From an optimization exercise on the open Yosys and OpenROAD flow, aimed at small area and a short achievable clock period; shortcuts taken in it are not production practice.

==> job 4395: inputs <==
Design int8_mac_tree, start of the top module:
module int8_mac_tree (
    input clk,  
    input reset,  
    input signed [7:0] in0,
    input signed [7:0] in1,
    input signed [7:0] in2,
    input signed [7:0] in3,
    input signed [7:0] in4,
    input signed [7:0] in5,
    input signed [7:0] in6,
    input signed [7:0] in7,
    input signed [7:0] in8,
    input signed [7:0] in9,
    input signed [7:0] in10,
    input signed [7:0] in11,
    input signed [7:0] in12,
    input signed [7:0] in13,
    input signed [7:0] in14,
    input signed [7:0] in15,
    output signed [31:0] out,
    output reg signed [15:0] prod0, prod1, prod2, prod3, prod4, prod5, prod6, prod7,
    output signed [17:0] sum_level2_0, sum_level2_1
);
    wire signed [15:0] p0, p1, p2, p3, p4, p5, p6, p7;
    multiplier_8bit mul0 (.A(in0),  .B(in1),  .P(p0));
    multiplier_8bit mul1 (.A(in2),  .B(in3),  .P(p1));
    multiplier_8bit mul2 (.A(in4),  .B(in5),  .P(p2));
    multiplier_8bit mul3 (.A(in6),  .B(in7),  .P(p3));
    multiplier_8bit mul4 (.A(in8),  .B(in9),  .P(p4));
    multiplier_8bit mul5 (.A(in10), .B(in11), .P(p5));
    multiplier_8bit mul6 (.A(in12), .B(in13), .P(p6));
    multiplier_8bit mul7 (.A(in14), .B(in15), .P(p7));
    always @(posedge clk or posedge reset) begin
        if (reset) begin
            prod0 <= 16'h0; prod1 <= 16'h0; prod2 <= 16'h0; prod3 <= 16'h0;
            prod4 <= 16'h0; prod5 <= 16'h0; prod6 <= 16'h0; prod7 <= 16'h0;
        end else begin
            prod0 <= p0; prod1 <= p1; prod2 <= p2; prod3 <= p3;
            prod4 <= p4; prod5 <= p5; prod6 <= p6; prod7 <= p7;
        end
    end
    adder_16bit sum0 (.A(prod0), .B(prod1), .C(prod2), .D(prod3), .S(sum_level2_0));
    adder_16bit sum1 (.A(prod4), .B(prod5), .C(prod6), .D(prod7), .S(sum_level2_1));
    reg signed [18:0] out_r;
    wire signed [18:0] out_sum;
    adder_18bit add_final (.A(sum_level2_0), .B(sum_level2_1), .S(out_sum));
    always @(posedge clk or posedge reset) begin
  ...
export LEC_CHECK = 0
export CAP_MARGIN = 20
export CORE_MARGIN = 2
export CORE_UTILIZATION = 40
export SLEW_MARGIN = 20
create_clock -name core_clock -period 12.0 [get_ports {clk}]
run.sh (not shown) runs the stock make flow with config.mk's settings and CLKGATE_MAP_FILE= SYNTH_SCRIPT=/design/flow/synth_recipe.tcl, a recipe that flattens the netlist after the stock synthesis.
==> job 3207: changes against job 4395 <==
--- a/flow/design.v
+++ b/flow/design.v
@@ -294,23 +294,217 @@
     wire s145;
     wire c146;
     assign s145 = c104 ^ c122 ^ s123;
     assign c146 = (c104 & c122) | (c104 & s123) | (c122 & s123);
     wire s147;
     wire c148;
     assign s147 = pp56 ^ pp63 ^ c124;
     assign c148 = (pp56 & pp63) | (pp56 & c124) | (pp63 & c124);
-    wire [14:0] va149;
-    wire [14:0] vb150;
-    wire [14:0] vs151;
-    assign va149 = {1'b1, pp64, c146, c144, c142, c140, c138, c136, c134, c132, c130, c128, c126, pp17, pp2};
-    assign vb150 = {1'b0, c148, s147, s145, s143, s141, s139, s137, s135, s133, s131, s129, s127, s125, pp9};
-    assign vs151 = va149 + vb150;
-    assign P = {vs151[14], vs151[13], vs151[12], vs151[11], vs151[10], vs151[9], vs151[8], vs151[7], vs151[6], vs151[5], vs151[4], vs151[3], vs151[2], vs151[1], vs151[0], pp1};
+    wire g149;
+    wire p150;
+    assign g149 = pp2 & pp9;
+    assign p150 = pp2 ^ pp9;
+    wire g151;
+    wire p152;
+    assign g151 = pp17 & s125;
+    assign p152 = pp17 ^ s125;
+    wire g153;
+    wire p154;
+    assign g153 = c126 & s127;
+    assign p154 = c126 ^ s127;
+    wire g155;
+    wire p156;
+    assign g155 = c128 & s129;
+    assign p156 = c128 ^ s129;
+    wire g157;
+    wire p158;
+    assign g157 = c130 & s131;
+    assign p158 = c130 ^ s131;
+    wire g159;
+    wire p160;
+    assign g159 = c132 & s133;
+    assign p160 = c132 ^ s133;
+    wire g161;
+    wire p162;
+    assign g161 = c134 & s135;
+    assign p162 = c134 ^ s135;
+    wire g163;
+    wire p164;
+    assign g163 = c136 & s137;
+    assign p164 = c136 ^ s137;
+    wire g165;
+    wire p166;
+    assign g165 = c138 & s139;
+    assign p166 = c138 ^ s139;
+    wire g167;
+    wire p168;
+    assign g167 = c140 & s141;
+    assign p168 = c140 ^ s141;
+    wire g169;
+    wire p170;
+    assign g169 = c142 & s143;
+    assign p170 = c142 ^ s143;
+    wire g171;
+    wire p172;
+    assign g171 = c144 & s145;
+    assign p172 = c144 ^ s145;
+    wire g173;
+    wire p174;
+    assign g173 = c146 & s147;
+    assign p174 = c146 ^ s147;
+    wire g175;
+    wire p176;
+    assign g175 = pp64 & c148;
+    assign p176 = pp64 ^ c148;
+    wire g177;
+    wire p178;
+    assign g177 = 1'b1 & 1'b0;
+    assign p178 = 1'b1 ^ 1'b0;
+    wire G179;
+    assign G179 = g151 | (p152 & g149);
+    wire P180;
+    assign P180 = p152 & p150;
+    wire G181;
+    assign G181 = g155 | (p156 & g153);
+    wire P182;
+    assign P182 = p156 & p154;
+    wire G183;
+    assign G183 = g159 | (p160 & g157);
+    wire P184;
+    assign P184 = p160 & p158;
+    wire G185;
+    assign G185 = g163 | (p164 & g161);
+    wire P186;
+    assign P186 = p164 & p162;
+    wire G187;
+    assign G187 = g167 | (p168 & g165);
+    wire P188;
+    assign P188 = p168 & p166;
+    wire G189;
+    assign G189 = g171 | (p172 & g169);
+    wire P190;
+    assign P190 = p172 & p170;
+    wire G191;
+    assign G191 = g175 | (p176 & g173);
+    wire P192;
+    assign P192 = p176 & p174;
+    wire G193;
+    assign G193 = g153 | (p154 & G179);
+    wire P194;
+    assign P194 = p154 & P180;
+    wire G195;
+    assign G195 = G181 | (P182 & G179);
+    wire P196;
+    assign P196 = P182 & P180;
+    wire G197;
+    assign G197 = g161 | (p162 & G183);
+    wire P198;
+    assign P198 = p162 & P184;
+    wire G199;
+    assign G199 = G185 | (P186 & G183);
+    wire P200;
+    assign P200 = P186 & P184;
+    wire G201;
+    assign G201 = g169 | (p170 & G187);
+    wire P202;
+    assign P202 = p170 & P188;
+    wire G203;
+    assign G203 = G189 | (P190 & G187);
+    wire P204;
+    assign P204 = P190 & P188;
+    wire G205;
+    assign G205 = g177 | (p178 & G191);
+    wire P206;
+    assign P206 = p178 & P192;
+    wire G207;
+    assign G207 = g157 | (p158 & G195);
+    wire P208;
+    assign P208 = p158 & P196;
+    wire G209;
+    assign G209 = G183 | (P184 & G195);
+    wire P210;
+    assign P210 = P184 & P196;
+    wire G211;
+    assign G211 = G197 | (P198 & G195);
+    wire P212;
+    assign P212 = P198 & P196;
+    wire G213;
+    assign G213 = G199 | (P200 & G195);
+    wire P214;
+    assign P214 = P200 & P196;
+    wire G215;
+    assign G215 = g173 | (p174 & G203);
+    wire P216;
+    assign P216 = p174 & P204;
+    wire G217;
+    assign G217 = G191 | (P192 & G203);
+    wire P218;
+    assign P218 = P192 & P204;
+    wire G219;
+    assign G219 = G205 | (P206 & G203);
+    wire P220;
+    assign P220 = P206 & P204;
+    wire G221;
+    assign G221 = g165 | (p166 & G213);
+    wire P222;
+    assign P222 = p166 & P214;
+    wire G223;
+    assign G223 = G187 | (P188 & G213);
+    wire P224;
+    assign P224 = P188 & P214;
+    wire G225;
+    assign G225 = G201 | (P202 & G213);
+    wire P226;
+    assign P226 = P202 & P214;
+    wire G227;
+    assign G227 = G203 | (P204 & G213);
+    wire P228;
+    assign P228 = P204 & P214;
+    wire G229;
+    assign G229 = G215 | (P216 & G213);
+    wire P230;
+    assign P230 = P216 & P214;
+    wire G231;
+    assign G231 = G217 | (P218 & G213);
+    wire P232;
+    assign P232 = P218 & P214;
+    wire G233;
+    assign G233 = G219 | (P220 & G213);
+    wire P234;
+    assign P234 = P220 & P214;
+    wire sum235;
+    assign sum235 = p152 ^ g149;
+    wire sum236;
+    assign sum236 = p154 ^ G179;
+    wire sum237;
+    assign sum237 = p156 ^ G193;
+    wire sum238;
+    assign sum238 = p158 ^ G195;
+    wire sum239;
+    assign sum239 = p160 ^ G207;
+    wire sum240;
+    assign sum240 = p162 ^ G209;
+    wire sum241;
+    assign sum241 = p164 ^ G211;
+    wire sum242;
+    assign sum242 = p166 ^ G213;
+    wire sum243;
+    assign sum243 = p168 ^ G221;
+    wire sum244;
+    assign sum244 = p170 ^ G223;
+    wire sum245;
+    assign sum245 = p172 ^ G225;
+    wire sum246;
+    assign sum246 = p174 ^ G227;
+    wire sum247;
+    assign sum247 = p176 ^ G229;
+    wire sum248;
+    assign sum248 = p178 ^ G231;
+    assign P = {sum248, sum247, sum246, sum245, sum244, sum243, sum242, sum241, sum240, sum239, sum238, sum237, sum236, sum235, p150, pp1};
 endmodule
 module adder_16bit (
     input signed [15:0] A,
     input signed [15:0] B,
     input signed [15:0] C,
     input signed [15:0] D,
     output signed [17:0] S
 );
==> flow/flow/run.sh (new file) <==
#!/bin/bash
# Standard layout, with the port buffers made from a plain buffer cell
# instead of the delay buffer buffer_ports picks on its own.
set -euo pipefail
export BUFFER_PORTS_ARGS="-buffer_cell sky130_fd_sc_hd__buf_2"
bash standard.sh > standard.log 2>&1
==> flow/standard.sh (new file) <==
#!/bin/bash
# synth_recipe.tcl (not shown) runs the flow's synth.tcl, then flattens the netlist and writes it again
# the make line also repeats each setting of config.mk as NAME=value (left out here)
make -C /OpenROAD-flow-scripts/flow DESIGN_CONFIG=/design/flow/config.mk WORK_HOME=/design/flow/orfs CLKGATE_MAP_FILE= SYNTH_SCRIPT=/design/flow/synth_recipe.tcl "${@:-finish}"
removed: flow/run.sh
==> notes.md <==
----------------------------------------------------
[Outcome]
  Status ... timing/DRC/antenna clean

[Global route]
  M1 GR Usage ... 27.4%

[Setup path]
  Reg-to-reg critical path endpoint ... out_r[17]$_DFF_PP0_

[Final layout]
  Non-clk invs ... 467
  Share of post-route cells with drive strength above 1 ... 14.9%

[Die]
  Die Area ... 55,900 um^2

[Placed design]
  Number of placed instances with taps included ... 3,234

----------------------------------------------------
That was job 3207.
==> notes.md <==
----------------------------------------------------
[Setup path]
  Reg-to-reg critical path endpoint ... out_r[18]$_DFF_PP0_

[Global route]
  M1 GR Usage ... 30.4%

[Placed design]
  Number of placed instances with taps included ... 3,542

[Outcome]
  Status ... timing/DRC/antenna clean

----------------------------------------------------
That was job 4395.
Function was not checked in any run of this note: the RTL went through the layout flow alone.

-- port drivers added, routing unchanged --
In the flow no input, the clock included, has a driving cell. The finished layouts below were timed again as built, in two steps. Step 1 (the two cells are an assumption about what drives the block):
set clk [get_ports {clk}]
set_driving_cell -lib_cell sky130_fd_sc_hd__clkbuf_16 $clk
set_driving_cell -lib_cell sky130_fd_sc_hd__buf_2 [delete_from_list [all_inputs] $clk]
Step 2, shift: input delay + t, output delay - t, t = (earliest + latest rising clock arrival at the registers) / 2. This alone moves slack from input paths to output paths. Slacks: ideal ports / drivers / drivers and shift; pairs: ideal ports / drivers.
run | t (ns) | slack for setup (ns) | hold WS [ns]
job 4395 | 0.526 | 4.547 / 4.496 / 4.917 | 0.914 / 0.914 / 0.914
job 3207 | 0.535 | 5.039 / 4.985 / 5.520 | 0.938 / 0.938 / 0.938
After both steps setup and hold are still met in every run listed.
